Context: an optimization exercise on an open-source flow, tuned for small area and a short achievable clock period. The choices shown serve that exercise and are no tape-out recipe. The RTL was checked by simulation tests, not by an equivalence proof against the original design. Power is estimated from default activity; no workload was simulated.

// cpu_top_level
module cpu_top_level(clk,rst,r0,r1,r2,r3,r4,r5,r6,r7,
                     imem_addr,imem_data,dmem_addr,dmem_wdata,dmem_we,dmem_rdata);
Size in the first run: roughly 1,700 cells after synthesis, roughly 350 flip-flops.
export LEC_CHECK = 0
export CAP_MARGIN = 20
export CORE_MARGIN = 2
export CORE_UTILIZATION = 40
export PLACE_DENSITY = 0.6
export SETUP_SLACK_MARGIN = 4.15
export SLEW_MARGIN = 20
create_clock -name core_clock -period 7.0 [get_ports {clk}]
standard.sh (not shown) runs the stock make flow with config.mk's settings and CLKGATE_MAP_FILE= SYNTH_SCRIPT=/design/flow/synth_recipe.tcl, a recipe that flattens the netlist after the stock synthesis.
==> flow/flow/run.sh <==
#!/bin/bash
# Standard ORFS layout, with the smallest buffer cell on the ports and a clock tree
# of fewer, larger leaf clusters.
set -euo pipefail
bash standard.sh "BUFFER_PORTS_ARGS=-buffer_cell sky130_fd_sc_hd__buf_1" \
  "CTS_ARGS=-sink_clustering_enable -repair_clock_nets -buf_list sky130_fd_sc_hd__clkbuf_16 -sink_clustering_size 24 -sink_clustering_max_diameter 100 -dont_use_dummy_load" \
  finish > standard.log 2>&1
Edit:
--- a/flow/config.mk
+++ b/flow/config.mk
@@ -10,3 +10,3 @@
-export CORE_UTILIZATION = 40
-export PLACE_DENSITY = 0.6
-export SETUP_SLACK_MARGIN = 4.15
+export CORE_UTILIZATION = 55
+export PLACE_DENSITY = 0.7
+export SETUP_SLACK_MARGIN = 4
Result: Core utilization goes up by 15 points; synthesized cell count stays the same; wire length drops by about 10%; count of clock-buffer cells in the layout came out lower by 1; first-iteration DRC count falls by 10%.
Edit:
==> flow/flow/run.sh (replaced) <==
#!/bin/bash
# Standard ORFS layout, with the smallest buffer cell on the ports.
set -euo pipefail
bash standard.sh "BUFFER_PORTS_ARGS=-buffer_cell sky130_fd_sc_hd__buf_1" finish > standard.log 2>&1
--- a/flow/config.mk
+++ b/flow/config.mk
@@ -10,2 +10,2 @@
-export CORE_UTILIZATION = 55
-export PLACE_DENSITY = 0.7
+export CORE_UTILIZATION = 40
+export PLACE_DENSITY = 0.6
Outcome: Critical path depth fell by 10. Sequential cell count stays the same. Combinational power went up by about 4%. Setup slack is better by 0.029 ns. Clock-buffer cell count grows by 36. Wire length went up by 9.2%. Fmax rose by 0.97%. Register-to-register slack gains 0.09 ns. First-iteration DRC count went up by 8.9%.
Edit:
==> flow/flow/run.sh (replaced) <==
#!/bin/bash
# Standard ORFS layout, with the smallest buffer cell on the ports and a clock tree
# of fewer, larger leaf clusters.
set -euo pipefail
bash standard.sh "BUFFER_PORTS_ARGS=-buffer_cell sky130_fd_sc_hd__buf_1" \
  "CTS_ARGS=-sink_clustering_enable -repair_clock_nets -buf_list sky130_fd_sc_hd__clkbuf_16 -sink_clustering_size 24 -sink_clustering_max_diameter 100 -dont_use_dummy_load" \
  "MATCH_CELL_FOOTPRINT=0" finish > standard.log 2>&1
--- a/flow/config.mk
+++ b/flow/config.mk
@@ -12 +12 @@
-export SETUP_SLACK_MARGIN = 4
+export SETUP_SLACK_MARGIN = 4.4
- synthesized cell count stays the same
- routed wire length climbs by a few percent
- power shrinks by roughly a tenth
- non-clock buffer count went up by 95
- global-route usage went up by 0.56 points
- count of clock-buffer cells in the layout falls by 35
- design area goes up by a few percent
- sequential share of layout area decreases by 1.2 points
- via count rose by a few percent
- first-iteration DRC count is higher by about a fifth
- fmax falls slightly
Edit:
--- a/flow/flow/run.sh
+++ b/flow/flow/run.sh
@@ -7 +7 @@
-  "MATCH_CELL_FOOTPRINT=0" finish > standard.log 2>&1
+  finish > standard.log 2>&1
--- a/flow/config.mk
+++ b/flow/config.mk
@@ -12 +12 @@
-export SETUP_SLACK_MARGIN = 4.4
+export SETUP_SLACK_MARGIN = 4
@@ -13,0 +14 @@
+export TNS_END_PERCENT = 20
What happened: Hold slack got worse by 0.0036 ns. Synthesized cell count is unchanged. Design area falls by 8.3%. Critical path depth falls by 1. Synthesized area stays the same. Core utilization falls by 4.1 points. Via count falls by 4.9%. Count of clock-buffer cells in the layout stays the same. Worst setup slack got worse by 0.035 ns. Clock power barely changes. Final cell count falls by 3.9%.
Edit:
--- a/flow/flow/run.sh
+++ b/flow/flow/run.sh
@@ -7 +7 @@
-  finish > standard.log 2>&1
+  "RECOVER_POWER=100" finish > standard.log 2>&1
--- a/flow/config.mk
+++ b/flow/config.mk
@@ -14 +13,0 @@
-export TNS_END_PERCENT = 20
- The changed run completed, yet does not pass: capacitance limit, slew limit
- cell count hardly moves
- cell area goes down by 0.78%
- total power barely changes
- sequential cell count is unchanged
- clock skew came out higher by 0.0037 ns
- combinational power stays flat
- wire length goes up by 0.56%
- fmax shrinks by 35%
- critical path depth is lower by 2

[what the ideal ports hide]
The results above use ideal ports. As a check the final layouts listed here were re-extracted and re-timed, cells and wires unchanged. Step 1 (the two cells are an assumption about what drives the block):
set clk [get_ports {clk}]
set_driving_cell -lib_cell sky130_fd_sc_hd__clkbuf_16 $clk
set_driving_cell -lib_cell sky130_fd_sc_hd__buf_2 [delete_from_list [all_inputs] $clk]
Step 2 adds t to the input delays and takes it off the output delays; t is the mean of the earliest and latest rising clock arrival at the registers after step 1. Input paths then give back, and output paths get back, about the clock's delay inside the block. a / b / c = ideal ports / drivers / drivers and shift; a / b = the first two.
| run | t, ns | setup slack, ns | clock arrival spread, ns |
|---|---|---|---|
| the first run | 0.595 | 3.958 / 3.958 / 3.590 | 0.076 / 0.076 |
| the second run | 0.575 | 3.962 / 3.949 / 3.936 | 0.036 / 0.036 |
| the third run | 0.619 | 3.991 / 3.932 / 3.878 | 0.028 / 0.027 |
| the fourth run | 0.589 | 3.972 / 3.972 / 3.892 | 0.056 / 0.057 |
| the fifth run | 0.574 | 3.938 / 3.938 / 3.922 | 0.069 / 0.069 |
| the sixth run | 0.578 | 2.318 / 2.318 / 2.318 | 0.072 / 0.072 |
For the first run, which loses most, drivers alone change the setup slack by 0.000 ns; drivers and shift together by -0.368 ns.
